Context: an optimization exercise on an open-source flow, tuned for small area, a short achievable clock period and few clock cycles. The choices shown serve that exercise and are no tape-out recipe. Function was checked by simulation only, so behaviour that the tests miss may differ from the original. No activity file was given, so power comes from the tool's default toggle rates.

==> flow/design.v <==
module ARM(
	input clk,
	input rst,
	output [31:0] imem_addr,
	input  [31:0] imem_rdata,
	output [31:0] dmem_addr,
	output [31:0] dmem_wdata,
	output dmem_we,
	output dmem_re,
	input  [63:0] dmem_rdata,
	input  dmem_ready,
	output reg wb_en,
	output reg [3:0] wb_dest,
	output reg [31:0] wb_value
);
	reg [31:0] pc;
	reg [31:0] ir;
	reg ir_v;
	reg [4:0] rot_n;
	reg sh_lsl, sh_lsr;
	wire stall;
	wire mispredict;
	wire [31:0] pc_inc = pc + 32'd4;
	wire pred_if = (imem_rdata[27:26] == 2'b10) & (imem_rdata[31:28] != 4'hF);
	wire [31:0] pred_target = pc_inc + {{6{imem_rdata[23]}}, imem_rdata[23:0], 2'b00};
	wire [31:0] recover = pc - {{6{ir[23]}}, ir[23:0], 2'b00};
	assign imem_addr = pc;
	wire [4:0] sh_n_if = imem_rdata[25] ? {imem_rdata[11:8], 1'b0} : imem_rdata[11:7];
	wire lsl_if = ~imem_rdata[25] & (imem_rdata[6:5] == 2'b00);
	wire lsr_if = ~imem_rdata[25] & (imem_rdata[6] ^ imem_rdata[5]);
	always @(posedge clk or posedge rst)
		if (rst) begin
			pc <= 32'd0;
			ir_v <= 1'b0;
		end else if (!stall) begin
			pc <= mispredict ? recover : (pred_if ? pred_target : pc_inc);
			ir_v <= ~mispredict;
		end
	always @(posedge clk)
		if (!stall) begin
			ir <= imem_rdata;
			rot_n <= lsl_if ? (5'd0 - sh_n_if) : sh_n_if;
			sh_lsl <= lsl_if;
			sh_lsr <= lsr_if;
		end
	wire [3:0] cond = ir[31:28];
	wire [1:0] mode = ir[27:26];
	wire       imm  = ir[25];
	wire [3:0] opc  = ir[24:21];
	wire       s    = ir[20];
	wire [3:0] rn   = ir[19:16];
	wire [3:0] rd   = ir[15:12];
	wire is_dp  = (mode == 2'b00);
	wire is_mem = (mode == 2'b01);
	wire is_br  = (mode == 2'b10);
	wire is_ldr = is_mem & s;
	wire is_str = is_mem & ~s;
	wire op_and = (opc == 4'b0000);
	wire op_eor = (opc == 4'b0001);
	wire op_sub = (opc == 4'b0010);
	wire op_add = (opc == 4'b0100);
	wire op_adc = (opc == 4'b0101);
	wire op_sbc = (opc == 4'b0110);
	wire op_tst = (opc == 4'b1000);
	wire op_cmp = (opc == 4'b1010);
	wire op_orr = (opc == 4'b1100);
	wire op_mov = (opc == 4'b1101);
	wire op_mvn = (opc == 4'b1111);
	wire op_valid = op_and | op_eor | op_sub | op_add | op_adc | op_sbc |
	                op_tst | op_cmp | op_orr | op_mov | op_mvn;
	reg [3:0] flags;
	wire fz = flags[3], fc = flags[2], fn = flags[1], fv = flags[0];
	reg cpass;
	always @(*) begin
		case (cond)
			4'h0: cpass = fz;
			4'h1: cpass = ~fz;
			4'h2: cpass = fc;
			4'h3: cpass = ~fc;
			4'h4: cpass = fn;
			4'h5: cpass = ~fn;
			4'h6: cpass = fv;
			4'h7: cpass = ~fv;
			4'h8: cpass = fc & ~fz;
			4'h9: cpass = ~fc | fz;
			4'hA: cpass = ~(fn ^ fv);
			4'hB: cpass = fn ^ fv;
			4'hC: cpass = ~fz & ~(fn ^ fv);
			4'hD: cpass = fz | ~fv;
			4'hE: cpass = 1'b1;
			default: cpass = 1'b0;
		endcase
	end
	wire ok = ir_v & cpass;
	reg [31:0] rf [0:15];
	reg [15:0] rw;
	wire        rf_we;
	wire [31:0] rf_wd;
	always @(posedge clk)
		if (rf_we) rf[rd] <= rf_wd;
	always @(posedge clk or posedge rst)
		if (rst) rw <= 16'd0;
		else if (rf_we) rw[rd] <= 1'b1;
	wire [3:0] fi_rn  = imem_rdata[19:16];
	wire [3:0] fi_ra2 = (imem_rdata[27:26] == 2'b01) ? imem_rdata[15:12] : imem_rdata[3:0];
	wire [15:0] oh_a = 16'd1 << fi_rn;
	wire [15:0] oh_m = 16'd1 << fi_ra2;
	reg [31:0] rd_a, rd_m;
	integer i;
	always @(*) begin
		rd_a = 32'd0;
		rd_m = 32'd0;
		for (i = 0; i < 16; i = i + 1) begin
			rd_a = rd_a | ({32{oh_a[i]}} & rf[i]);
			rd_m = rd_m | ({32{oh_m[i]}} & rf[i]);
		end
	end
	wire wr_a = |(oh_a & rw);
	wire wr_m = |(oh_m & rw);
	wire [31:0] fi_a = (rf_we & (rd == fi_rn))  ? rf_wd : wr_a ? rd_a : {28'd0, fi_rn};
	wire [31:0] fi_m = (rf_we & (rd == fi_ra2)) ? rf_wd : wr_m ? rd_m : {28'd0, fi_ra2};
	reg [31:0] a, rmv;
	always @(posedge clk)
		if (!stall) begin
			a <= fi_a;
			rmv <= fi_m;
		end
	wire [4:0] sh_n = ir[11:7];
	wire [31:0] rot_in = imm ? {24'd0, ir[7:0]} : rmv;
	wire [31:0] r0 = rot_n[0] ? {rot_in[0], rot_in[31:1]} : rot_in;
	wire [31:0] r1 = rot_n[1] ? {r0[1:0], r0[31:2]} : r0;
	wire [31:0] r2 = rot_n[2] ? {r1[3:0], r1[31:4]} : r1;
	wire [31:0] r3 = rot_n[3] ? {r2[7:0], r2[31:8]} : r2;
	wire [31:0] r4 = rot_n[4] ? {r3[15:0], r3[31:16]} : r3;
	wire [31:0] sh_mask = sh_lsl ? (32'hFFFFFFFF << sh_n) :
	                      sh_lsr ? (32'hFFFFFFFF >> sh_n) : 32'hFFFFFFFF;
	wire [31:0] b = is_mem ? {{20{ir[11]}}, ir[11:0]} :
	                (~imm & ir[4]) ? 32'd0 : (r4 & sh_mask);
	wire arith = is_mem | (is_dp & (op_add | op_adc | op_sub | op_sbc | op_cmp));
	wire inv   = is_dp & (op_sub | op_sbc | op_cmp);
	wire cin   = is_dp & ((op_adc | op_sbc) ? fn : (op_sub | op_cmp));
	wire [31:0] bx = inv ? ~b : b;
	wire [32:0] sum = {1'b0, a} + {1'b0, bx} + {32'd0, cin};
	wire a32 = is_dp & op_cmp & a[31];
	wire b32 = inv & ~(op_cmp & b[31]);
	wire cout_ar = a32 ^ b32 ^ sum[32];
	wire v_ar = ((a[31] ~^ bx[31]) ^ (is_dp & op_sbc)) & (sum[31] ^ a[31]);
	reg [31:0] logic_res;
	always @(*) begin
		case (opc[3:2])
			2'b00:   logic_res = op_eor ? (a ^ b) : (a & b);    
			2'b10:   logic_res = a & b;                         
			default: logic_res = opc[1] ? ~b : (opc[0] ? b : (a | b));  
		endcase
	end
	wire [31:0] res = arith ? sum[31:0] : logic_res;
	wire [3:0] new_flags = {(res == 32'd0), arith & cout_ar, res[31], arith & v_ar};
	reg busy, m_we;
	reg [31:0] m_addr, m_wdata;
	wire [31:0] addr_c = a + {{20{ir[11]}}, ir[11:0]};
	wire do_ldr = ok & is_ldr;
	wire do_str = ok & is_str;
	wire ld_done = dmem_ready & ~(busy & m_we);
	assign stall = (do_str & busy) | (do_ldr & ~ld_done);
	always @(posedge clk or posedge rst)
		if (rst) busy <= 1'b0;
		else if (busy) begin
			if (dmem_ready) busy <= 1'b0;
		end else if ((do_ldr | do_str) & ~dmem_ready) busy <= 1'b1;
	always @(posedge clk)
		if (~busy) begin
			m_we <= is_str;
			m_addr <= addr_c;
			m_wdata <= rmv;
		end
	assign dmem_addr = busy ? m_addr : addr_c;
	assign dmem_wdata = busy ? m_wdata : rmv;
	assign dmem_we = busy ? m_we : do_str;
	assign dmem_re = busy ? ~m_we : do_ldr;
	wire [31:0] ld_word = dmem_addr[2] ? dmem_rdata[63:32] : dmem_rdata[31:0];
	wire dp_we = ok & is_dp & op_valid & ~op_cmp & ~op_tst;
	assign rf_we = dp_we | (do_ldr & ld_done);
	assign rf_wd = is_mem ? ld_word : res;
	wire flags_we = ~stall & ok & ((is_dp & op_valid & (s | op_cmp | op_tst)) | is_ldr);
	always @(posedge clk or posedge rst)
		if (rst) flags <= 4'd0;
		else if (flags_we) flags <= new_flags;
	assign mispredict = ir_v & is_br & (cond != 4'hF) & ~cpass;
	always @(posedge clk or posedge rst)
		if (rst) wb_en <= 1'b0;
		else wb_en <= rf_we;
	always @(posedge clk) begin
		wb_dest <= rd;
		wb_value <= rf_wd;
	end
endmodule
clock: 18.0 ns
lec_check: 0
cap_margin: 20
core_margin: 2
core_utilization: 40
setup_slack_margin: 0.5
slew_margin: 20
standard.sh (not shown) runs the stock make flow with config.mk's settings and CLKGATE_MAP_FILE= SYNTH_SCRIPT=/design/flow/synth_recipe.tcl, a recipe that flattens the netlist after the stock synthesis.
==> flow/flow/run.sh <==
#!/bin/bash
set -euo pipefail
bash standard.sh finish SETUP_SLACK_MARGIN=12 > standard_flow.log 2>&1
Testbench counts at the start, summed over its fixed seeds: cycles 125,312.
Next try:
--- a/flow/design.v
+++ b/flow/design.v
@@ -157,32 +157,56 @@
 	wire [3:0] new_flags = {(res == 32'd0), arith & cout_ar, res[31], arith & v_ar};
 	reg busy, m_we;
 	reg [31:0] m_addr, m_wdata;
 	wire [31:0] addr_c = a + {{20{ir[11]}}, ir[11:0]};
 	wire do_ldr = ok & is_ldr;
 	wire do_str = ok & is_str;
-	wire ld_done = dmem_ready & ~(busy & m_we);
-	assign stall = (do_str & busy) | (do_ldr & ~ld_done);
-	always @(posedge clk or posedge rst)
-		if (rst) busy <= 1'b0;
-		else if (busy) begin
-			if (dmem_ready) busy <= 1'b0;
-		end else if ((do_ldr | do_str) & ~dmem_ready) busy <= 1'b1;
-	always @(posedge clk)
-		if (~busy) begin
+	reg lb_v;
+	reg [7:0]  lb_tag;
+	reg [63:0] lb_d;
+	wire hit = lb_v & (lb_tag == addr_c[10:3]);
+	wire [31:0] hit_word = addr_c[2] ? lb_d[63:32] : lb_d[31:0];
+	wire ld_bus = do_ldr & ~hit;
+	reg ld_wait;
+	wire bus_free = ~busy | dmem_ready;
+	wire ld_done = ld_wait & dmem_ready;
+	wire ld_fill = ld_done;
+	wire issue = (do_str | (ld_bus & ~ld_wait)) & bus_free;
+	assign stall = (do_str & ~bus_free) | (ld_bus & ~ld_done);
+	always @(posedge clk or posedge rst)
+		if (rst) begin
+			busy <= 1'b0;
+			ld_wait <= 1'b0;
+		end else begin
+			if (issue) busy <= 1'b1;
+			else if (dmem_ready) busy <= 1'b0;
+			if (ld_bus & ~ld_wait & bus_free) ld_wait <= 1'b1;
+			else if (dmem_ready) ld_wait <= 1'b0;
+		end
+	always @(posedge clk)
+		if (issue) begin
 			m_we <= is_str;
 			m_addr <= addr_c;
 			m_wdata <= rmv;
 		end
-	assign dmem_addr = busy ? m_addr : addr_c;
-	assign dmem_wdata = busy ? m_wdata : rmv;
-	assign dmem_we = busy ? m_we : do_str;
-	assign dmem_re = busy ? ~m_we : do_ldr;
-	wire [31:0] ld_word = dmem_addr[2] ? dmem_rdata[63:32] : dmem_rdata[31:0];
+	always @(posedge clk or posedge rst)
+		if (rst) lb_v <= 1'b0;
+		else if (do_str & bus_free & hit) lb_v <= 1'b0;
+		else if (ld_fill) lb_v <= 1'b1;
+	always @(posedge clk)
+		if (ld_fill) begin
+			lb_tag <= addr_c[10:3];
+			lb_d <= dmem_rdata;
+		end
+	assign dmem_addr = m_addr;
+	assign dmem_wdata = m_wdata;
+	assign dmem_we = busy & m_we;
+	assign dmem_re = busy & ~m_we;
+	wire [31:0] ld_word = hit ? hit_word : (m_addr[2] ? dmem_rdata[63:32] : dmem_rdata[31:0]);
 	wire dp_we = ok & is_dp & op_valid & ~op_cmp & ~op_tst;
-	assign rf_we = dp_we | (do_ldr & ld_done);
+	assign rf_we = dp_we | (do_ldr & (hit | ld_done));
 	assign rf_wd = is_mem ? ld_word : res;
 	wire flags_we = ~stall & ok & ((is_dp & op_valid & (s | op_cmp | op_tst)) | is_ldr);
 	always @(posedge clk or posedge rst)
 		if (rst) flags <= 4'd0;
 		else if (flags_we) flags <= new_flags;
 	assign mispredict = ir_v & is_br & (cond != 4'hF) & ~cpass;
Outcome:
- The new run produced a clean layout
- first-iteration DRC count grows by 0.49%
- power grows by 12%
- clock power grows by 12%
- clock skew grows by 0.0068 ns
- wire length grows by 1.4%
- area after synthesis grows by 6.1%
Testbench counts after the change, summed over its fixed seeds: cycles 121,395.

-- port drivers added, routing unchanged --
The flow's constraints put no driver on any port. The routed layouts listed below were extracted and timed again, unchanged, in two steps. Step 1 sets driving cells, clkbuf_16 on the clock port and buf_2 on the other inputs (assumed; they add their load-dependent delay and slew). Step 2 adds t to the input delays and takes it off the output delays; t is the mean of the earliest and latest rising clock arrival at the registers after step 1. Input paths then give back, and output paths get back, about the clock's delay inside the block. a / b / c = ideal / step 1 / step 2; a / b = the first two.
| run | t, ns | setup slack, ns | pins driven straight from the clock port |
|---|---|---|---|
| the first run | 0.749 | 10.446 / 10.373 / 11.109 | 1 |
| the second run | 0.764 | 11.700 / 11.701 / 10.938 | 1 |
After both steps every run listed still meets setup and hold. For the second run, which loses most, drivers alone change the setup slack by +0.001 ns; drivers and shift together by -0.762 ns.
